Background: an optimization exercise with open tools, aiming at small area and a short achievable clock period. Do not read the settings as production practice. In this exercise RTL edits were held to simulation tests only and were not proved equivalent to the original. Power is estimated from default activity; no workload was simulated.

==> flow/design.v <==
package	RVS192_user_parameters;
	parameter	ICACHE_LINE = 128;				 
	parameter	ICACHE_WAY = 2;
	parameter	DCACHE_LINE = 32;				 
	parameter	DCACHE_WAY = 4;
	parameter 	DCACHE_WB_DEPTH = 10;
	parameter	L2_CACHE_LINE = 64;
	parameter 	L2_CACHE_WAY = 8;
	parameter 	L2_CACHE_WB_DEPTH = 16;
	parameter	GSHARE_GPT_INDEX = 5;
	parameter 	LOCAL_LPT_INDEX = 5;
	parameter 	LOCAL_LHT_INDEX = 5;
	parameter 	BTB_INDEX = 3;
	parameter 	BTB_TAG_LENGTH = 30-BTB_INDEX;
endpackage
package	RVS192_package;
	parameter	CACHE_BLOCK_SIZE = 64;
	parameter	GSHARE_HISTORY_LENGTH = 5;
	parameter 	LOCAL_HISTORY_LENGTH = 5;
	parameter 	PC_LENGTH = 32;
	parameter 	INST_LENGTH = 32;	
	parameter	DATA_LENGTH = 32;
	parameter 	CONTROL_LENGTH = 21;
	parameter 	CONTROL_ADDR_LENGTH = 9;
	parameter 	BYTE_OFFSET = 2;
	parameter	WORD_OFFSET = $clog2(CACHE_BLOCK_SIZE/4);
	parameter	MEM_LINE = 2**11;		 
	parameter 	REGISTER_FILE_DEPTH = 32;
endpackage
import RVS192_package::*;
	typedef	enum logic [3:0]	{
		ADD = 4'b0000,
		SUB = 4'b0001,
		LUI = 4'b0010,
		SLL = 4'b0100,
		SRL = 4'b0101,
		SRA = 4'b0110,
		OR = 4'b1000,
		AND = 4'b1001,
		XOR = 4'b1010,
		USC = 4'b1100,
		SC = 4'b1101	
	}	alu_op_type;
	typedef enum logic [1:0]	{
		EQUAL = 2'b00,
		N_EQUAL = 2'b01,
		LT = 2'b10,
		GE = 2'b11
	}	branch_kind_type;
	typedef enum logic [2:0]	{
		B = 3'b000,
		H = 3'b001,
		W = 3'b010,
		BU = 3'b011,
		HU = 3'b100
	}	mem_type;
	typedef enum logic [4:0]	{
		LUI_TYPE = 5'b01101,
		AUIPC_TYPE = 5'b00101,
		JAL_TYPE = 5'b11011,
		JALR_TYPE = 5'b11001,
		B_TYPE = 5'b11000,
		L_TYPE = 5'b00000,
		S_TYPE = 5'b01000,
		I_TYPE = 5'b00100,
		R_TYPE = 5'b01100
	}	op_type;
	typedef struct packed	{
		logic 	[6:0]		imm_op;
		logic 	[4:0]		s2_reg;		
		logic 	[4:0]		s1_reg;
		logic 	[2:0]		op3;
		logic 	[4:0]		des_reg;
		op_type				op5;
		logic 	[1:0]		redundant;
	}	i_extract_type;
	typedef struct packed	{
		logic										wb_sel;
		logic										reg_wen;
	}	control_type_wb;
	typedef struct packed	{
		logic 										cpu_write;
		logic 										cpu_read;	
		mem_type									mem_gen;
		control_type_wb								control_wb;
	}	control_type_mem;
	typedef struct packed	{
		alu_op_type									alu_op;
		logic 										jal;
		logic 										jalr;
		logic 										alu_in1_sel;
		logic 										alu_in2_sel;
		logic 										branch_capture;
		branch_kind_type							branch_kind;
		logic 	[DATA_LENGTH-1:0]					imm_dec;
		control_type_mem							control_mem;
	}	control_type_ex;
		typedef struct packed	{
			logic	[1:0]								GBP_predict;
			logic 	[1:0] 								LBP_predict;
			logic	[1:0]								CPT_predict;
			logic 	[GSHARE_HISTORY_LENGTH-1:0]			GBHR;
			logic 	[LOCAL_HISTORY_LENGTH-1:0]			LBHR;
			logic 										branch_take;
			logic 	[PC_LENGTH-1:0]						target;		 
		}	br_check_type;
		typedef struct packed	{
			logic	[1:0]								GBP_predict_update;
			logic 	[1:0] 								LBP_predict_update;
			logic 	[1:0]								CPT_predict_update;
			logic 	[GSHARE_HISTORY_LENGTH-1:0]			GBHR_old;
			logic 	[LOCAL_HISTORY_LENGTH-1:0]			LBHR_old;	
			logic 										update;
			logic 										wrong;
			logic 										actual;			
		}	br_update_type;
	typedef	struct packed	{
		logic 										update;
		logic 	[INST_LENGTH-1:0]					w1_update;
		logic 	[INST_LENGTH-1:0]					w2_update;
		logic	[ $clog2(CACHE_BLOCK_SIZE/4)-2:0]	addr_update;
	}	cache_update_type;
	typedef struct packed	{
		logic	[PC_LENGTH-1:0]		pc;
		br_check_type 				br_check;
		logic 	[INST_LENGTH-1:0]	inst;
	}	pp_fetch_dec_type;
	typedef struct packed	{
		logic	[PC_LENGTH-1:0]		pc;
		br_check_type 				br_check;	
		logic 	[4:0]				rs1;
		logic 	[4:0]				rs2;	
		logic 	[4:0]				rd;
		logic 	[DATA_LENGTH-1:0]	rs1_out;
		logic 	[DATA_LENGTH-1:0]	rs2_out;
		control_type_ex				control_signals;		
	}	pp_dec_ex_type;
	typedef	struct packed	{
		logic	[4:0]				rd;
		logic 	[DATA_LENGTH-1:0]	alu_out;
		logic 	[DATA_LENGTH-1:0]	rs2_out_fix;
		control_type_mem			control_signals;
	}	pp_ex_mem_type;
	typedef struct packed	{
		logic 	[4:0]				rd;
		logic 	[DATA_LENGTH-1:0]	alu_out;
		logic 	[DATA_LENGTH-1:0]	mem_out;
		control_type_wb				control_signals;
	}	pp_mem_wb_type;
import 	RVS192_package::*;
import	RVS192_user_parameters::*;
module	ALU_RVS192
(
	output	logic	[DATA_LENGTH-1:0]	alu_out,
										add_result,
										target_pc,
	output 	logic						ge,
										eq,
	input 	[DATA_LENGTH-1:0]			branch_cal_out,
										imm_ex,
										pc_ex,
										alu_in1,
										alu_in2,
	input 	alu_op_type					alu_op,
	input 								jal,
										jalr,
										branch_capture
);	
	logic 					 	operate,
								shift_swap,
								sub,
								g_raw;
	logic 	[DATA_LENGTH-1:0]	comp_result,
								shift_result,
								logic_result,
								alu_cal,
								alu_in1_buf,
								alu_in2_buf,
								shift_in,
								shift_out;
	always_comb begin
		sub = 1'b0;
		alu_in1_buf = alu_in1;
		alu_in2_buf = alu_in2;
		if(alu_op == SUB)
		begin
			sub = 1'b1;
			alu_in2_buf = ~alu_in2;
		end
		else if(jalr)
			alu_in2_buf = imm_ex;
		else if(branch_capture || jal)
		begin
			alu_in1_buf = pc_ex;
			alu_in2_buf = imm_ex;
		end		
	end
	assign 	add_result = alu_in1_buf + alu_in2_buf + sub;
	assign 	target_pc = add_result;
	assign 	g_raw = $signed(alu_in1) > $signed(alu_in2) ? 1'b1 : 1'b0; 	 
	assign 	eq = (alu_in1 == alu_in2) ? 1'b1 : 1'b0;
	always_comb begin
		ge = g_raw | eq;
		if(alu_op == USC)
		begin
			if(alu_in1[DATA_LENGTH-1] || alu_in2[DATA_LENGTH-1])
				ge = !g_raw | eq;
		end
	end
	assign	comp_result = (ge||eq) ? '0 : 32'h1;
	always_comb begin
		logic_result = '0;
		case(alu_op)
		OR:		logic_result = alu_in1 | alu_in2;
		AND:	logic_result = alu_in1 & alu_in2;
		XOR:	logic_result = alu_in1 ^ alu_in2;	
		endcase
	end
	assign shift_swap = (alu_op == SLL)	? 1'b1 : 1'b0;
	genvar a;
	generate 
		for(a = 0; a < DATA_LENGTH; a++)
		begin: swap_gen
			assign	shift_in[a] = shift_swap ? alu_in1[DATA_LENGTH-1-a] : alu_in1[a];
			assign 	shift_result[a] = shift_swap ? shift_out[DATA_LENGTH-1-a]: shift_out[a];
		end
	endgenerate	
	always_comb begin
		if(alu_op == SRA)
			shift_out = shift_in >>> alu_in2;
		else 
			shift_out = shift_in >> alu_in2;
	end
	always_comb begin
		case(alu_op[3:2])
		2'b00:	
		begin	
			alu_cal = add_result;
			if(alu_op[1:0] == 2'b10)
				alu_cal = alu_in2;
		end
		2'b01:	alu_cal = shift_result;
		2'b10:	alu_cal = logic_result;
		2'b11:	alu_cal = comp_result;
		endcase
	end
	assign 	alu_out = (jal || jalr) ? branch_cal_out : alu_cal;
endmodule 
import 	RVS192_package::*;
import	RVS192_user_parameters::*;
module	Decoder
(
	output	control_type_ex			control_dec,
	output 	[4:0]					rs1,
									rs2,
									rd,
	input	[INST_LENGTH-1:0]		inst_raw
);
	i_extract_type					inst_union;
	assign 	inst_union = inst_raw;
	always_comb begin
		control_dec.alu_op = ADD;
		control_dec.jal = 1'b0;
		control_dec.jalr = 1'b0;
		control_dec.alu_in1_sel = 1'b0;
		control_dec.alu_in2_sel = 1'b0;
		control_dec.branch_capture = 1'b0;
		control_dec.branch_kind = EQUAL;
		control_dec.imm_dec = 1'b0;
		control_dec.control_mem.cpu_read = 1'b0;
		control_dec.control_mem.cpu_write = 1'b0;
		control_dec.control_mem.mem_gen = W;
		control_dec.control_mem.control_wb.wb_sel = 1'b0;
		control_dec.control_mem.control_wb.reg_wen = 1'b0;
		case (inst_union.op5)
		LUI_TYPE:
		begin	
			control_dec.alu_op = LUI;
			control_dec.alu_in2_sel = 1'b1;
			control_dec.control_mem.control_wb.wb_sel = 1'b1;
			control_dec.control_mem.control_wb.reg_wen = 1'b1;
		end
		AUIPC_TYPE:
		begin
			control_dec.alu_op = ADD;
			control_dec.alu_in1_sel = 1'b1;
			control_dec.alu_in2_sel = 1'b1;
			control_dec.control_mem.control_wb.wb_sel = 1'b1;
			control_dec.control_mem.control_wb.reg_wen = 1'b1;		
		end
		JAL_TYPE:
		begin
			control_dec.alu_op = ADD;
			control_dec.jal = 1'b1;
			control_dec.branch_capture = 1'b1;
			control_dec.alu_in1_sel = 1'b1;
			control_dec.alu_in2_sel = 1'b1;
			control_dec.control_mem.control_wb.wb_sel = 1'b1;
			control_dec.control_mem.control_wb.reg_wen = 1'b1;			
		end
		JALR_TYPE:
		begin
			control_dec.alu_op = ADD;
			control_dec.jalr = 1'b1;
			control_dec.branch_capture = 1'b1;			
			control_dec.alu_in2_sel = 1'b1;
			control_dec.control_mem.control_wb.wb_sel = 1'b1;
			control_dec.control_mem.control_wb.reg_wen = 1'b1;	
		end
		B_TYPE:
		begin
			control_dec.branch_capture = 1'b1;
			control_dec.alu_op = SC;
			case(inst_union.op3)
			3'b000:	control_dec.branch_kind = EQUAL;
			3'b001:	control_dec.branch_kind = N_EQUAL;
			3'b100:	control_dec.branch_kind = LT;
			3'b101:	control_dec.branch_kind = GE;
			3'b110:	
			begin
				control_dec.branch_kind = EQUAL;
				control_dec.alu_op = USC;
			end	
			3'b111:
			begin
				control_dec.branch_kind = EQUAL;
				control_dec.alu_op = USC;
			end
			endcase
		end
		L_TYPE:
		begin
			control_dec.control_mem.cpu_read = 1'b1;
			control_dec.alu_in2_sel = 1'b1;
			control_dec.control_mem.control_wb.reg_wen = 1'b1;
			case(inst_union.op3)
			3'b000:	control_dec.control_mem.mem_gen = B;
			3'b001:	control_dec.control_mem.mem_gen = H;
			3'b010:	control_dec.control_mem.mem_gen = W;
			3'b100:	control_dec.control_mem.mem_gen = BU;
			3'b101:	control_dec.control_mem.mem_gen = HU;
			endcase
		end
		S_TYPE:
		begin
			control_dec.control_mem.cpu_write = 1'b1;
			control_dec.alu_in2_sel = 1'b1;		
			case(inst_union.op3)
			3'b000:	control_dec.control_mem.mem_gen = B;
			3'b001:	control_dec.control_mem.mem_gen = H;
			3'b010:	control_dec.control_mem.mem_gen = W;		
			endcase
		end
		I_TYPE:
		begin
			control_dec.alu_in2_sel = 1'b1;
			control_dec.control_mem.control_wb.wb_sel = 1'b1;
			control_dec.control_mem.control_wb.reg_wen = 1'b1;
			case(inst_union.op3)			
			3'b000:	control_dec.alu_op = ADD;
			3'b010:	control_dec.alu_op = SC;
			3'b011:	control_dec.alu_op = USC;
			3'b100:	control_dec.alu_op = XOR;
			3'b110:	control_dec.alu_op = OR;
			3'b111:	control_dec.alu_op = AND;
			3'b001: control_dec.alu_op = SLL;
			3'b101:
			begin
				if({inst_union.imm_op, inst_union.s2_reg}== 7'b000_0000)
					control_dec.alu_op = SRL;
				else if({inst_union.imm_op, inst_union.s2_reg} == 7'b010_0000)
					control_dec.alu_op = SRA;
			end
			endcase
		end
		R_TYPE:
		begin
			control_dec.control_mem.control_wb.wb_sel = 1'b1;
			control_dec.control_mem.control_wb.reg_wen = 1'b1;
			case(inst_union.op3)
			3'b000:	
			begin
				if({inst_union.imm_op, inst_union.s2_reg} == 7'b010_0000)
					control_dec.alu_op = SUB;
			end
			3'b010:	control_dec.alu_op = SC;
			3'b011:	control_dec.alu_op = USC;
			3'b100:	control_dec.alu_op = XOR;
			3'b110:	control_dec.alu_op = OR;
			3'b111:	control_dec.alu_op = AND;
			3'b001: control_dec.alu_op = SLL;
			3'b101:
			begin
				if({inst_union.imm_op, inst_union.s2_reg}== 7'b000_0000)
					control_dec.alu_op = SRL;
				else if({inst_union.imm_op, inst_union.s2_reg} == 7'b010_0000)
					control_dec.alu_op = SRA;
			end			
			endcase
		end
		endcase
		casez (inst_union.op5)
		I_TYPE, L_TYPE, JALR_TYPE: control_dec.imm_dec = {{20{inst_union[31]}}, inst_union[31:20]};
		S_TYPE:	control_dec.imm_dec = {{20{inst_union[31]}}, inst_union[31:25], inst_union[11:7]};
		B_TYPE: control_dec.imm_dec = {{20{inst_union[31]}}, inst_union[7], inst_union[30:25], inst_union[11:8], 1'b0};
		LUI_TYPE, AUIPC_TYPE: control_dec.imm_dec = {inst_union[31:12], 12'b0};
		JAL_TYPE: control_dec.imm_dec = {{12{inst_union[31]}}, inst_union[19:12], inst_union[20], inst_union[30:21] ,1'b0};
		default: control_dec.imm_dec = '0;
		endcase
	end
	assign 	rs1 = inst_union.s1_reg;
	assign 	rs2 = inst_union.s2_reg;
	assign 	rd = inst_union.des_reg;
endmodule
import 	RVS192_package::*;
import	RVS192_user_parameters::*;
module Forwarding_Unit 
(
	output	logic 	[1:0]	fw_sel_1,
							fw_sel_2,
							mem_fix,
	output					FW_halt,
	input 	[4:0]			rs1_ex,
							rs2_ex,
							rd_mem,
							rd_wb,
	input 					reg_wen_mem,
							reg_wen_wb,
							alu_in1_sel,
							alu_in2_sel,
							wb_mem,
							cpu_write
);
	logic 	halt_op1,
			halt_op2,
			halt_mem;
	always_comb begin															 
		halt_op1 = 1'b0;														 
		fw_sel_1 = {1'b0, alu_in1_sel};											 
		if((rd_mem == rs1_ex) && (rd_mem != '0) && reg_wen_mem && !alu_in1_sel && !wb_mem) 	 
			halt_op1 = 1'b1;
		else if((rd_mem == rs1_ex) && (rd_mem != '0) && reg_wen_mem && !alu_in1_sel && wb_mem)  
			fw_sel_1 = 2'b10;
		else if((rd_wb == rs1_ex) && (rd_wb != '0) && reg_wen_wb && !alu_in1_sel)			 
			fw_sel_1 = 2'b11;
	end
	always_comb begin
		halt_op2 = 1'b0;
		fw_sel_2 = {1'b0, alu_in2_sel};
		if((rd_mem == rs2_ex) && (rd_mem != '0) && reg_wen_mem && !alu_in2_sel && !wb_mem)	 
			halt_op2 = 1'b1;
		else if((rd_mem == rs2_ex) && (rd_mem != '0) && reg_wen_mem && !alu_in2_sel && wb_mem)	 
			fw_sel_2 = 2'b10;
		else if((rd_wb == rs2_ex) && (rd_wb != '0) && reg_wen_wb && !alu_in2_sel)			 
			fw_sel_2 = 2'b11;
	end
	always_comb begin
		mem_fix = 2'b0;	
		halt_mem = 1'b0;
		if(cpu_write && (rd_mem == rs2_ex) && (rd_mem != '0) && reg_wen_mem && !wb_mem)		 
			halt_mem = 1'b1;	
		else if (cpu_write && (rd_mem == rs2_ex) && (rd_mem != '0) && reg_wen_mem && wb_mem)
			mem_fix = 2'b10;																 
		else if(cpu_write && (rd_wb == rs2_ex) && (rd_wb != '0) && reg_wen_wb)
			mem_fix = 2'b01;																 
	end
	assign 	FW_halt = halt_op1 || halt_op2 || halt_mem;
endmodule
import 	RVS192_package::*;
import	RVS192_user_parameters::*;
module DataGen
(
  input  	mem_type					data_type,
  input 	[DATA_LENGTH-1:0]			data_in,
  output 	logic 	[DATA_LENGTH-1:0]	data_out
 );
	always_comb begin
		data_out = '0;
		case(data_type)
        B:  data_out = {{24{data_in[7]}}, data_in[7:0]}; 
        H:  data_out = {{16{data_in[15]}}, data_in[15:0]};
        W:  data_out = data_in;
        BU: data_out = {24'b0, data_in[7:0]};
        HU: data_out = {16'b0, data_in[15:0]};
		endcase
	end
endmodule
import 	RVS192_package::*;
import	RVS192_user_parameters::*;
module Branch_Handling
(
	output 	br_update_type		br_update_ex,
	output 	[PC_LENGTH-1:0]		branch_cal_out,
								actual_pc,
	input 	br_check_type 		br_check_ex,
	input 						ge,
								eq,
								branch_capture,
								non_condition,
	input 	branch_kind_type	branch_kind,							
	input	[DATA_LENGTH-1:0]	imm_ex,
								add_result,
	input 	[PC_LENGTH-1:0]		pc_ex
);
	logic 	condition_check;
	logic 	[1:0]	CPT_check;
	logic 	[PC_LENGTH-1:0]		operand_2;
		assign 	br_update_ex.LBHR_old = br_check_ex.LBHR;	
		assign 	br_update_ex.GBHR_old = br_check_ex.GBHR;
		always_comb begin
			br_update_ex.LBP_predict_update = br_check_ex.LBP_predict;
			if(branch_capture)
			begin
				if(non_condition) 	
					br_update_ex.LBP_predict_update = 2'b11;
				else begin				 
					if((br_check_ex.LBP_predict != 2'b11) && br_update_ex.actual)
						br_update_ex.LBP_predict_update = br_check_ex.LBP_predict + 2'b01;			
					else if((br_check_ex.LBP_predict != 2'b00) && !br_update_ex.actual)				
						br_update_ex.LBP_predict_update = br_check_ex.LBP_predict - 2'b01;
				end		
			end
		end
		always_comb begin
			br_update_ex.GBP_predict_update = br_check_ex.GBP_predict;
			if(branch_capture)
			begin
				if(non_condition)	 
					br_update_ex.GBP_predict_update = 2'b11;		
				else 
				begin       		 
					if((br_check_ex.GBP_predict != 2'b11) && br_update_ex.actual)
						br_update_ex.GBP_predict_update = br_check_ex.GBP_predict + 2'b01;			
					else if((br_check_ex.GBP_predict != 2'b00) && !br_update_ex.actual)				
						br_update_ex.GBP_predict_update = br_check_ex.GBP_predict - 2'b01;
				end
			end
		end		
		always_comb begin
			br_update_ex.CPT_predict_update = br_check_ex.CPT_predict;	
			begin
				if((br_check_ex.CPT_predict != 2'b00)&&(CPT_check == 2'b01))	
					br_update_ex.CPT_predict_update = br_check_ex.CPT_predict - 2'b01;
				else if((br_check_ex.CPT_predict != 2'b11)&&(CPT_check == 2'b10))
					br_update_ex.CPT_predict_update = br_check_ex.CPT_predict + 2'b01;
			end
		end		
	always_comb begin	
		condition_check = 1'b0;
		if(branch_capture && !non_condition)
		begin
			case(branch_kind)
			EQUAL:		condition_check = eq;			
			N_EQUAL:	condition_check = !eq;
			LT:			condition_check = !ge;
			GE:			condition_check = ge;
			endcase  
		end	
	end
	assign 	CPT_check = br_check_ex.CPT_predict ~^ {br_update_ex.actual, br_update_ex.actual};
	assign 	operand_2 = ((br_update_ex.actual)&& ~non_condition) ?	imm_ex : 32'h4;
	assign 	branch_cal_out = pc_ex + operand_2;
	assign 	actual_pc = non_condition ? add_result : branch_cal_out; 
	always_comb begin
		br_update_ex.wrong = 1'b0;
		if(((non_condition || condition_check) ^ br_check_ex.branch_take) && branch_capture)
				br_update_ex.wrong = 1'b1;
		if(br_check_ex.branch_take && br_update_ex.actual && (br_check_ex.target != actual_pc) && branch_capture)
				br_update_ex.wrong = 1'b1;
	end
	assign 	br_update_ex.update = branch_capture;
	assign 	br_update_ex.actual = non_condition || condition_check;
endmodule
import 	RVS192_package::*;
import	RVS192_user_parameters::*;
module	BPU
(
	output	br_check_type	br_check_fetch,
	output 	logic			pc_sel,
							pc_fix,
	output	[PC_LENGTH-1:0]	target_predict,
	input 	br_update_type	br_update_ex,
	input 	[PC_LENGTH-1:0]	pc_ex,
							pc_in,
							target_pc,
	input 					clk,
							rst_n
);
	logic 	[1:0]	byte_index_mem;
	logic 	[PC_LENGTH+BTB_TAG_LENGTH-1:0]	BTB [2**BTB_INDEX-1:0];
	logic 	[2**BTB_INDEX-1:0]	VALID;
	logic 	valid_bit;
	logic 	avail_bit;
	logic 	BTB_hit;
	logic 	[GSHARE_HISTORY_LENGTH-1:0]	GBHR;
	logic	[2**GSHARE_GPT_INDEX-1:0][1:0]	GPT;
	logic 	[GSHARE_GPT_INDEX-1:0]	GPT_index;
	logic 	[GSHARE_GPT_INDEX-1:0]	GPT_index_update;	
	logic	[2**LOCAL_LHT_INDEX-1:0][LOCAL_HISTORY_LENGTH-1:0]	LHT;
	logic 	[2**LOCAL_LPT_INDEX-1:0][1:0]	LPT;
	logic 	[LOCAL_LHT_INDEX-1:0]	LHT_index_update;	
	logic 	[LOCAL_LPT_INDEX-1:0]	LPT_index;	
	logic 	[LOCAL_LPT_INDEX-1:0]	LPT_index_update;
	logic	[2**GSHARE_GPT_INDEX-1:0][1:0]	CPT;
	logic 	[1:0] 	CPT_predict;
	logic 	[GSHARE_GPT_INDEX-1:0]	CPT_index;	
	assign 	byte_index_mem = pc_ex[1:0];
	assign 	GPT_index = pc_in[GSHARE_GPT_INDEX+1:2] ^ GBHR;
	assign	br_check_fetch.GBHR = GBHR;
	assign 	GPT_index_update = pc_ex[GSHARE_GPT_INDEX+1:2] ^ br_update_ex.GBHR_old;
	always_ff @(posedge clk or negedge rst_n)
	begin
		if(!rst_n)
			GPT <= '0;
		else if((byte_index_mem == 2'b0)&&(br_update_ex.update))
			GPT[GPT_index_update] <= br_update_ex.GBP_predict_update;
	end
	assign 	br_check_fetch.GBP_predict = GPT[GPT_index];
	always_ff @(posedge clk or negedge rst_n)
	begin
		if(!rst_n)
			GBHR <= '0;	
		else if((byte_index_mem == 2'b0)&&(br_update_ex.update))
			GBHR <= {br_update_ex.GBHR_old[GSHARE_HISTORY_LENGTH-1:1], br_update_ex.actual};
		else 
			GBHR <= GBHR;
	end
	assign 	LHT_index_update = pc_ex[LOCAL_LHT_INDEX+1:2];	
	assign 	LPT_index = pc_in[LOCAL_LPT_INDEX+1:2] ^ br_check_fetch.LBHR;						 
	assign 	LPT_index_update = pc_ex[LOCAL_LPT_INDEX+1:2] ^ br_update_ex.LBHR_old; 
	always_ff @(posedge clk or negedge rst_n)
	begin
		if(!rst_n)
			LHT <= '0;
		else if((byte_index_mem == 2'b0)&&(br_update_ex.update))
			LHT[LHT_index_update] <= {br_update_ex.LBHR_old[LOCAL_HISTORY_LENGTH-1:1], br_update_ex.actual};
	end
	always_ff @(posedge clk or negedge rst_n)
	begin
		if(!rst_n)
			LPT <= '0;
		else if((byte_index_mem == 2'b00)&&(br_update_ex.update))
			LPT[LPT_index_update] <= br_update_ex.LBP_predict_update;
	end
	assign	br_check_fetch.LBP_predict = LPT[LPT_index];	 
	assign 	br_check_fetch.LBHR = LHT[pc_in[LOCAL_LPT_INDEX+1:2]];
	always_ff @(posedge clk)
	begin
		if((byte_index_mem == 2'b00)&&(br_update_ex.update))
			BTB[pc_ex[BTB_INDEX+1:2]] <= {pc_ex[PC_LENGTH-1:BTB_INDEX+2], target_pc};
	end
	always_ff @(posedge clk or negedge rst_n)
	begin
		if(!rst_n)
			VALID <= '0;
		else if((byte_index_mem == 2'b00)&&(br_update_ex.update))
			VALID[pc_ex[BTB_INDEX+1:2]] <= 1'b1;  
	end
	assign 	target_predict = BTB[pc_in[BTB_INDEX+1:2]][PC_LENGTH-1:0];
	assign 	br_check_fetch.target = target_predict;
	assign	avail_bit = ~|(BTB[pc_in[BTB_INDEX+1:2]][PC_LENGTH+BTB_TAG_LENGTH-1:PC_LENGTH] ^ pc_in[PC_LENGTH-1:BTB_INDEX+2]);
	assign 	valid_bit = VALID[pc_in[BTB_INDEX+1:2]];
	assign	BTB_hit = valid_bit && avail_bit;	
	always_ff @(posedge clk or negedge rst_n)
	begin
		if(!rst_n)
			CPT <= '0;
		else if((byte_index_mem == 2'b0)&&(br_update_ex.update))
			CPT[GPT_index_update] <= br_update_ex.CPT_predict_update;
	end	
	assign 	CPT_index = GPT_index;
	assign 	br_check_fetch.CPT_predict = CPT[CPT_index];
	always_comb begin
		br_check_fetch.branch_take = 1'b0;
		if(BTB_hit)
			br_check_fetch.branch_take = (br_check_fetch.CPT_predict[1]) ? br_check_fetch.GBP_predict[1] : br_check_fetch.LBP_predict[1];
	end
	always_comb begin
		pc_sel = 1'b1;
		if(BTB_hit && br_check_fetch.branch_take)
			pc_sel = 1'b0;
	end
	always_comb begin
		pc_fix = 1'b0;
		if(br_update_ex.wrong)
			pc_fix = 1'b1;
	end
endmodule
import 	RVS192_package::*;
import	RVS192_user_parameters::*;
module	Register_File
(
	output	logic	[DATA_LENGTH-1:0]	rs1_out,
										rs2_out,
	input 	[DATA_LENGTH-1:0]			data_wb,
	input 	[4:0]						rs1,
										rs2,
										rd,
	input		 						reg_wen,
										clk
);
	logic 	[DATA_LENGTH-1:0] register [0:REGISTER_FILE_DEPTH-1];
	always_ff @(posedge clk) begin
		if((reg_wen == 1'b1)&&(rd != 0))
			register[rd] <= data_wb;
		else 
			register[0] <= 32'b0;
	end	
	always_comb begin
		rs1_out = register[rs1];
		rs2_out = register[rs2];
		if((reg_wen == 1'b1)&&(rd != 0)&&(rd == rs1))
			rs1_out = data_wb;
		if((reg_wen == 1'b1)&&(rd != 0)&&(rd == rs2))
			rs2_out = data_wb;
	end
endmodule
import 	RVS192_package::*;
import	RVS192_user_parameters::*;
module 	rvs192_core
(
	input 							clk,
									rst_n,
	output	logic	[PC_LENGTH-1:0]	imem_addr,
	input 			[INST_LENGTH-1:0]	imem_rdata,
	input 							imem_stall,
	output	logic	[DATA_LENGTH-1:0]	dmem_addr,
									dmem_wdata,
	output	logic	[2:0]			dmem_size,
	output	logic					dmem_read,
									dmem_write,
	input 			[DATA_LENGTH-1:0]	dmem_rdata,
	input 							dmem_stall
);
	logic 	[PC_LENGTH-1:0]			pc_in,
									pc_fetch,
									target_predict,
									target_pc,
									actual_pc;
	logic							pc_sel,
									pc_fix,
									FW_halt,
									ICC_halt,
									DCC_halt;
	control_type_ex					raw_control_signals;
	br_update_type					br_update_ex;
	logic	[DATA_LENGTH-1:0]		data_wb;
	logic 	[INST_LENGTH-1:0]		inst;
	logic	[DATA_LENGTH-1:0]		add_result;
	logic							ge,
									eq;
	logic 	[DATA_LENGTH-1:0]		branch_cal_out,
									alu_in1,
									alu_in2,
									data_r,
									data_in;
	logic 	[1:0]					fw_sel_1,
									fw_sel_2,
									mem_fix;
	pp_fetch_dec_type				i_pp_fetch_dec,
									o_pp_fetch_dec;
	pp_dec_ex_type					i_pp_dec_ex,
									o_pp_dec_ex;
	pp_ex_mem_type					i_pp_ex_mem,
									o_pp_ex_mem;
	pp_mem_wb_type					i_pp_mem_wb,
									o_pp_mem_wb;
	logic 							back_halt,
									wrong_dl;
	assign 	imem_addr = pc_fetch;
	assign 	inst = imem_rdata;
	assign 	ICC_halt = imem_stall;
	assign 	dmem_addr = o_pp_ex_mem.alu_out;
	assign 	dmem_wdata = i_pp_mem_wb.mem_out;
	assign 	dmem_size = o_pp_ex_mem.control_signals.mem_gen;
	assign 	dmem_read = o_pp_ex_mem.control_signals.cpu_read;
	assign 	dmem_write = o_pp_ex_mem.control_signals.cpu_write;
	assign 	data_r = dmem_rdata;
	assign 	DCC_halt = dmem_stall && (dmem_read || dmem_write);
	assign 	back_halt = FW_halt || DCC_halt;
	always_ff @(posedge clk or negedge rst_n)
	begin
		if(!rst_n)
			wrong_dl <= 1'b0;
		else if(br_update_ex.wrong && !back_halt)
			wrong_dl <= 1'b1;
		else
			wrong_dl <= 1'b0;
	end
	always_ff @(posedge clk or negedge rst_n)
	begin
		if(!rst_n)
			o_pp_fetch_dec <= '0;
		else if(back_halt)
			o_pp_fetch_dec <= o_pp_fetch_dec;
		else
			o_pp_fetch_dec <= i_pp_fetch_dec;
	end
	always_ff @(posedge clk or negedge rst_n)
	begin
		if(!rst_n)
			o_pp_dec_ex <= '0;
		else if(back_halt)
		begin
			if(o_pp_mem_wb.control_signals.reg_wen && (o_pp_mem_wb.rd != '0) && (o_pp_mem_wb.rd == o_pp_dec_ex.rs1))
				o_pp_dec_ex.rs1_out <= data_wb;
			if(o_pp_mem_wb.control_signals.reg_wen && (o_pp_mem_wb.rd != '0) && (o_pp_mem_wb.rd == o_pp_dec_ex.rs2))
				o_pp_dec_ex.rs2_out <= data_wb;
		end
		else
			o_pp_dec_ex <= i_pp_dec_ex;
	end
	always_ff @(posedge clk or negedge rst_n)
	begin
		if(!rst_n)
			o_pp_ex_mem <= '0;
		else if(DCC_halt)
			o_pp_ex_mem <= o_pp_ex_mem;
		else if(FW_halt)
			o_pp_ex_mem <= '0;
		else
			o_pp_ex_mem <= i_pp_ex_mem;
	end
	always_ff @(posedge clk or negedge rst_n)
	begin
		if(!rst_n)
			o_pp_mem_wb <= '0;
		else
			o_pp_mem_wb <= i_pp_mem_wb;
	end
	BPU	BPU_U
	(
	.br_check_fetch(i_pp_fetch_dec.br_check),
	.pc_sel(pc_sel),
	.pc_fix(pc_fix),
	.target_predict(target_predict),
	.br_update_ex(br_update_ex),
	.pc_ex(o_pp_dec_ex.pc),
	.pc_in(pc_fetch),
	.target_pc(target_pc),
	.clk(clk),
	.rst_n(rst_n)
	);
	always_ff @(posedge clk or negedge rst_n)
	begin
		if(rst_n == 1'b0)
			pc_fetch <= 32'h0000_0ffc;
		else if(back_halt)
			pc_fetch <= pc_fetch;
		else if(pc_fix)
			pc_fetch <= actual_pc;
		else if(ICC_halt)
			pc_fetch <= pc_fetch;
		else
			pc_fetch <= pc_in;
	end
	assign	pc_in = pc_sel ? (pc_fetch + 32'h4) : target_predict;
	assign	i_pp_fetch_dec.pc = pc_fetch;
	assign 	i_pp_fetch_dec.inst = (br_update_ex.wrong || ICC_halt) ? 32'h00007033 : inst;
	assign 	i_pp_dec_ex.pc = o_pp_fetch_dec.pc;
	assign 	i_pp_dec_ex.br_check = o_pp_fetch_dec.br_check;
	Register_File	REG_FILE
	(
	.rs1_out(i_pp_dec_ex.rs1_out),
	.rs2_out(i_pp_dec_ex.rs2_out),
	.data_wb(data_wb),
	.rs1(i_pp_dec_ex.rs1),
	.rs2(i_pp_dec_ex.rs2),
	.rd(o_pp_mem_wb.rd),
	.reg_wen(o_pp_mem_wb.control_signals.reg_wen),
	.clk(clk)
	);
	Decoder	DEC_U
	(
	.control_dec(raw_control_signals),
	.rs1(i_pp_dec_ex.rs1),
	.rs2(i_pp_dec_ex.rs2),
	.rd(i_pp_dec_ex.rd),
	.inst_raw(o_pp_fetch_dec.inst)
	);
	assign 	i_pp_dec_ex.control_signals = (br_update_ex.wrong || wrong_dl) ? '0 : raw_control_signals;
	assign 	i_pp_ex_mem.control_signals = o_pp_dec_ex.control_signals.control_mem;
	assign 	i_pp_ex_mem.rd = o_pp_dec_ex.rd;
	ALU_RVS192	ALU_U
	(
	.alu_out(i_pp_ex_mem.alu_out),
	.add_result(add_result),
	.target_pc(target_pc),
	.ge(ge),
	.eq(eq),
	.branch_cal_out(branch_cal_out),
	.imm_ex(o_pp_dec_ex.control_signals.imm_dec),
	.pc_ex(o_pp_dec_ex.pc),
	.alu_in1(alu_in1),
	.alu_in2(alu_in2),
	.alu_op(o_pp_dec_ex.control_signals.alu_op),
	.jal(o_pp_dec_ex.control_signals.jal),
	.jalr(o_pp_dec_ex.control_signals.jalr),
	.branch_capture(o_pp_dec_ex.control_signals.branch_capture)
	);
	Branch_Handling	BRH_U
	(
	.br_update_ex(br_update_ex),
	.branch_cal_out(branch_cal_out),
	.actual_pc(actual_pc),
	.br_check_ex(o_pp_dec_ex.br_check),
	.ge(ge),
	.eq(eq),
	.branch_capture(o_pp_dec_ex.control_signals.branch_capture),
	.non_condition(o_pp_dec_ex.control_signals.jal || o_pp_dec_ex.control_signals.jalr),
	.branch_kind(o_pp_dec_ex.control_signals.branch_kind),
	.imm_ex(o_pp_dec_ex.control_signals.imm_dec),
	.add_result(add_result),
	.pc_ex(o_pp_dec_ex.pc)
	);
	Forwarding_Unit FW_U
	(
	.fw_sel_1(fw_sel_1),
	.fw_sel_2(fw_sel_2),
	.mem_fix(mem_fix),
	.FW_halt(FW_halt),
	.rs1_ex(o_pp_dec_ex.rs1),
	.rs2_ex(o_pp_dec_ex.rs2),
	.rd_mem(o_pp_ex_mem.rd),
	.rd_wb(o_pp_mem_wb.rd),
	.reg_wen_mem(o_pp_ex_mem.control_signals.control_wb.reg_wen),
	.reg_wen_wb(o_pp_mem_wb.control_signals.reg_wen),
	.alu_in1_sel(o_pp_dec_ex.control_signals.alu_in1_sel),
	.alu_in2_sel(o_pp_dec_ex.control_signals.alu_in2_sel),
	.wb_mem(o_pp_ex_mem.control_signals.control_wb.wb_sel),
	.cpu_write(o_pp_dec_ex.control_signals.control_mem.cpu_write)
	);
	always_comb begin
		alu_in1 = '0;
		case(fw_sel_1)
			2'b00:	alu_in1	= o_pp_dec_ex.rs1_out;
			2'b01:	alu_in1 = o_pp_dec_ex.pc;
			2'b10:	alu_in1 = o_pp_ex_mem.alu_out;
			2'b11:	alu_in1 = data_wb;
		endcase
	end
	always_comb begin
		alu_in2 = '0;
		case(fw_sel_2)
		2'b00:	alu_in2 = o_pp_dec_ex.rs2_out;
		2'b01:	alu_in2 = o_pp_dec_ex.control_signals.imm_dec;
		2'b10:	alu_in2 = o_pp_ex_mem.alu_out;
		2'b11:	alu_in2 = data_wb;
		endcase
	end
	always_comb begin
		i_pp_ex_mem.rs2_out_fix = o_pp_dec_ex.rs2_out;
		if(mem_fix == 2'b01)
			i_pp_ex_mem.rs2_out_fix = data_wb;
		else if(mem_fix == 2'b10)
			i_pp_ex_mem.rs2_out_fix = o_pp_ex_mem.alu_out;
	end
	assign 	i_pp_mem_wb.control_signals = o_pp_ex_mem.control_signals.control_wb;
	assign	i_pp_mem_wb.rd = o_pp_ex_mem.rd;
	assign 	i_pp_mem_wb.alu_out = o_pp_ex_mem.alu_out;
	DataGen	DG_U
	(
	.data_type(o_pp_ex_mem.control_signals.mem_gen),
	.data_in(data_in),
	.data_out(i_pp_mem_wb.mem_out)
	);
	assign 	data_in = o_pp_ex_mem.control_signals.cpu_read ? data_r : o_pp_ex_mem.rs2_out_fix;
	assign data_wb = o_pp_mem_wb.control_signals.wb_sel ? o_pp_mem_wb.alu_out : o_pp_mem_wb.mem_out;
endmodule
==> flow/run.sh <==
#!/bin/bash
# synth_recipe.tcl (not shown) runs the flow's synth.tcl, then flattens the netlist and writes it again
# the make line also repeats each setting of config.mk as NAME=value (left out here)
make -C /OpenROAD-flow-scripts/flow DESIGN_CONFIG=/design/flow/config.mk WORK_HOME=/design/flow/orfs CLKGATE_MAP_FILE= SYNTH_SCRIPT=/design/flow/synth_recipe.tcl finish
==> flow/config.mk <==
export PLATFORM = sky130hd
export DESIGN_NAME = rvs192_core
export DESIGN_NICKNAME = rvs192_core
export VERILOG_FILES = /design/flow/design.v
export SDC_FILE = /design/flow/constraint.sdc
export NUM_CORES = 4
export LEC_CHECK = 0
export CAP_MARGIN = 20
export CORE_MARGIN = 2
export CORE_UTILIZATION = 40
export PLACE_DENSITY = 0.6
export SLEW_MARGIN = 20
==> flow/constraint.sdc <==
create_clock -name core_clock -period 12.0 [get_ports {clk}]
set_input_delay 2.4000 -clock core_clock [delete_from_list [all_inputs] [get_ports {clk}]]
set_output_delay 2.4000 -clock core_clock [all_outputs]
set_load 0.01 [all_outputs]
==> results.sh <==
export IMPL_synthFlopType="edfxtp_1"
export IMPL_drc=0
export IMPL_std_cell_rows=200
export IMPL_drtAntennaViolNets=0
export IMPL_dieArea_sq_mm=0.3030
export IMPL_rr_worst_depth=34
export IMPL_clock_skew_ps=59.78
export IMPL_synth_seq_cells=2362
export IMPL_ys_seq_area_share_pct=55.76
export IMPL_peakVddDrop_v=0.0002985
export IMPL_clk_latency_ps=910
export IMPL_dp_hpwl_microns=292200
export IMPL_met3_usage_pct=4.364
export IMPL_fmax_ghz=0.08942
export IMPL_port_buffers=166
export IMPL_chipWidth_microns=550.5
export IMPL_grt_total_usage_pct=28.35
export IMPL_cts_max_path_buffers=4
export IMPL_synth_edf_count=1496
export IMPL_synthToLayoutAreaGrowth_pct=13.22
export IMPL_cp_required_ps=12810
export IMPL_path_buf_inv=6
export IMPL_finalMaxSlewViolations=0
export IMPL_instances_no_fill=13030
export IMPL_place_area_sq_mm=0.1265
export IMPL_r2r_start="o_pp_ex_mem[72]$_DFFE_PN0N_"
export IMPL_fin_setup_tns_ps=0
export IMPL_gp_congestion=0.9965
export IMPL_syn_inst=8798
export IMPL_critPathCaptureType="flip-flop"
export IMPL_grt_max_degree=184
export IMPL_avgSynthCellArea_sq_um=13.58
export IMPL_status="no timing/DRC/antenna violations"
export IMPL_cts_setup_buffers=0
export IMPL_crit_arrival_ps=11990
export IMPL_critPathKind="reg -> reg"
export IMPL_cts_sinks=2362
export IMPL_n_fill_cell=26070
export IMPL_postLayoutCellArea_sq_mm=0.1352
export IMPL_hp_start="o_pp_fetch_dec[44]$_DFFE_PN0P_"
export IMPL_io_pins=169
export IMPL_slew_headroom_pct=15.52
export IMPL_routed_wl_microns=434500
export IMPL_nets=9118
export IMPL_clkTransAtPathRegs_ps=60
export IMPL_drt_vias_per_instance=6.270
export IMPL_start_util_pct=40.21
export IMPL_critPathLaunchType="flip-flop"
export IMPL_synth_area_sq_mm=0.1194
export IMPL_htree_levels=5
export IMPL_min_period_ps=11180
export IMPL_yosys_warnings=10
export IMPL_cts_tree="done"
export IMPL_antenna_found_initial=20
export IMPL_coreArea_sq_mm=0.2970
export IMPL_wl_per_cell_microns=33.35
export IMPL_finalHoldViolations=0
export IMPL_met2_usage_pct=45.60
export IMPL_met1_usage_pct=37.63
export IMPL_dp_cells=12550
export IMPL_ff2ff_setup_slack_ps=820
export IMPL_async_flop_share_pct=36.66
export IMPL_rsz0062_at_grt="no"
export IMPL_fp_dieH_microns=550.5
export IMPL_grt_pass1_wl_microns=613300
export IMPL_path_delay_family="simple AND/OR/NAND/NOR gates"
export IMPL_cts_resized=0
export IMPL_numCtsBuffers=264
export IMPL_grt_busiest_layer="met2"
export IMPL_cp_max_fo=35
export IMPL_postCtsHoldBufs=0
export IMPL_synth_top_area_share_pct=37.61
export IMPL_r2r_end="o_pp_dec_ex[26]$_DFFE_PN0P_"
export IMPL_firstDrtPassIters=7
export IMPL_cap_violations=0
export IMPL_p_per_area_mw_per_mm2=330.3
export IMPL_fin_crit_sh_pct=93.20
export IMPL_slowest_stage="or4_1"
export IMPL_drive_gt1_share_pct=21.55
export IMPL_netlist_top_cells_area="edfxtp_1, dfrtp_1, mux4_2"
export IMPL_drt_iter0_drc=10430
export IMPL_max_stage_delay_ps=700
export IMPL_tightest_slew_ps=1258
export IMPL_final_util_pct=45.53
export IMPL_clockRootBuffer="clkbuf_16"
export IMPL_setup_viol=0
export IMPL_min_path_cells=2
export IMPL_num_vias=81690
export IMPL_ys_types=100
export IMPL_leakagePower_nw=49.79
export IMPL_synth_top_area_cell="edfxtp_1"
export IMPL_grt_overflow=0
export IMPL_hold_class="reg -> reg"
export IMPL_grt_pass1_vias=81090
export IMPL_syn_nets=9039
export IMPL_hold_path_end="o_pp_dec_ex[141]$_DFFE_PN0P_"
[cells in the final DEF, fill, tap and decap left out, types with 165 or more instances in the layout]
cell type / synthesis / final
o21ai_0: 418 / 415
nand2_1: 1167 / 1167
mux4_2: 830 / 830
mux2_2: 204 / 204
edfxtp_1: 1496 / 1496
clkbuf_16: 0 / 272
a211oi_1: 183 / 182
a21oi_1: 363 / 362
clkdlybuf4s50_1: 0 / 165
ha_1: 170 / 170
buf_4: 104 / 349
dfrtp_1: 856 / 842
mux2i_1: 324 / 318
nor2_1: 357 / 297
[metrics by stage]
step                      power, W  hold slack, ps  setup slack (ps)
final                      0.04467           437.9             816.4
after global routing       0.04636           475.1             348.4
after CTS                  0.04431           441.4             650.7
after detailed placement   0.03605           442.4             687.4
after global placement     0.03575           437.2             714.7
after floorplan            0.02614           407.9              2302
[worst max path at each step]
stage                                startpoint                        endpoint  slack [ps]  cells past startpoint
finish              o_pp_ex_mem[72]$_DFFE_PN0N_     o_pp_dec_ex[26]$_DFFE_PN0P_         820                     34
global route        o_pp_ex_mem[73]$_DFFE_PN0N_        pc_fetch[22]$_DFFE_PN0P_         350                     34
CTS                 o_pp_ex_mem[72]$_DFFE_PN0N_     o_pp_dec_ex[26]$_DFFE_PN0P_         650                     35
detailed placement  o_pp_ex_mem[72]$_DFFE_PN0N_      o_pp_dec_ex[2]$_DFFE_PN0P_         690                     34
global placement    o_pp_ex_mem[72]$_DFFE_PN0N_      o_pp_dec_ex[2]$_DFFE_PN0P_         710                     34
floorplan             o_pp_mem_wb[70]$_DFF_PN0_  o_pp_fetch_dec[13]$_DFFE_PN0P_        2300                     38
[flip-flops by register name (all words and copies together), names as in the netlist]
register and cells:
o_pp_dec_ex 210, o_pp_fetch_dec 111, BPU_U.GPT 64, o_pp_mem_wb 71, BPU_U.GBHR 5, o_pp_ex_mem 76, BPU_U.BTB 472, BPU_U.VALID 8
REG_FILE.register 1024, BPU_U.CPT 64, BPU_U.LPT 64, wrong_dl 1, BPU_U.LHT 160, pc_fetch 32
[worst min-delay path, cell delays in order (launching register included)]
cell and delay (ps):
dfrtp_1 340, nand2_1 50, nand2_1 50
[Yosys cell counts, types with 50 or more instances]
master,count
a211oi_1,183
a21o_1,78
a21oi_1,363
a22o_1,76
a22oi_1,76
and2_1,63
and3_1,76
buf_1,86
buf_4,104
clkbuf_1,485
dfrtp_1,856
edfxtp_1,1496
ha_1,170
inv_1,160
mux2_2,204
mux2i_1,324
mux4_2,830
nand2_1,1167
nand3_1,88
nor2_1,357
nor2b_1,50
nor3_1,83
o21ai_0,418
xnor2_1,130
xor2_1,67
[final cells by class]
| cell class | instances | area (sq um) | area share, % |
|---|---|---|---|
| well taps | 3939 | 4928 | 3.644 |
| clock inverters | 116 | 1305 | 0.9649 |
| clock buffers | 351 | 7293 | 5.393 |
| diodes | 11 | 27.53 | 0.02035 |
| inverters | 167 | 629.4 | 0.4654 |
| multi-input cells | 5545 | 49670 | 36.73 |
| flip-flops and latches | 2362 | 66650 | 49.29 |
| repair buffers | 537 | 4730 | 3.497 |
[layer usage]
| metal | wire length, microns | part of all wire (%) |
|---|---|---|
| met5 | 19 | 0.0044 |
| met4 | 24450 | 5.6 |
| met3 | 34040 | 7.8 |
| met2 | 204400 | 47 |
| met1 | 171600 | 39 |
[where the power goes]
part           switching, W  internal [W]
Clock               0.00343       0.00477
Sequential          0.00156        0.0116
Combinational        0.0154       0.00791
[logic make-up after synthesis]
group / Yosys count / share of synthesized area, %
flops: 2362 / 55.76
xor+xnor: 211 / 1.707
fa+ha+maj: 173 / 1.831
compound gates: 1683 / 9.306
mux: 1358 / 20.29
simple gates: 2120 / 7.875
buf+inv: 891 / 3.230

[what the ideal ports hide]
The results above use ideal ports. As a check the final layout listed here was re-extracted and re-timed, cells and wires unchanged.
Step 1: set_driving_cell puts a clkbuf_16 on clk and a buf_2 on each other input, an assumption about the parent block.
Step 2 adds t to the input delays and takes it off the output delays; t is the mean of the earliest and latest rising clock arrival at the registers after step 1. Input paths then give back, and output paths get back, about the clock's delay inside the block.
a / b / c = ideal ports / drivers / drivers and shift; a / b = the first two.
t, ns: 0.978
setup WS [ns]: 0.816 / 0.816 / 0.816
worst setup path at the end: register to register
clock arrival spread, ns: 0.066 / 0.065
worst data-port slew with drivers (ns): 0.20
After both steps setup and hold are still met in this run. The setup slack of this run moves by 0.000 ns with the drivers and by 0.000 ns with both steps.
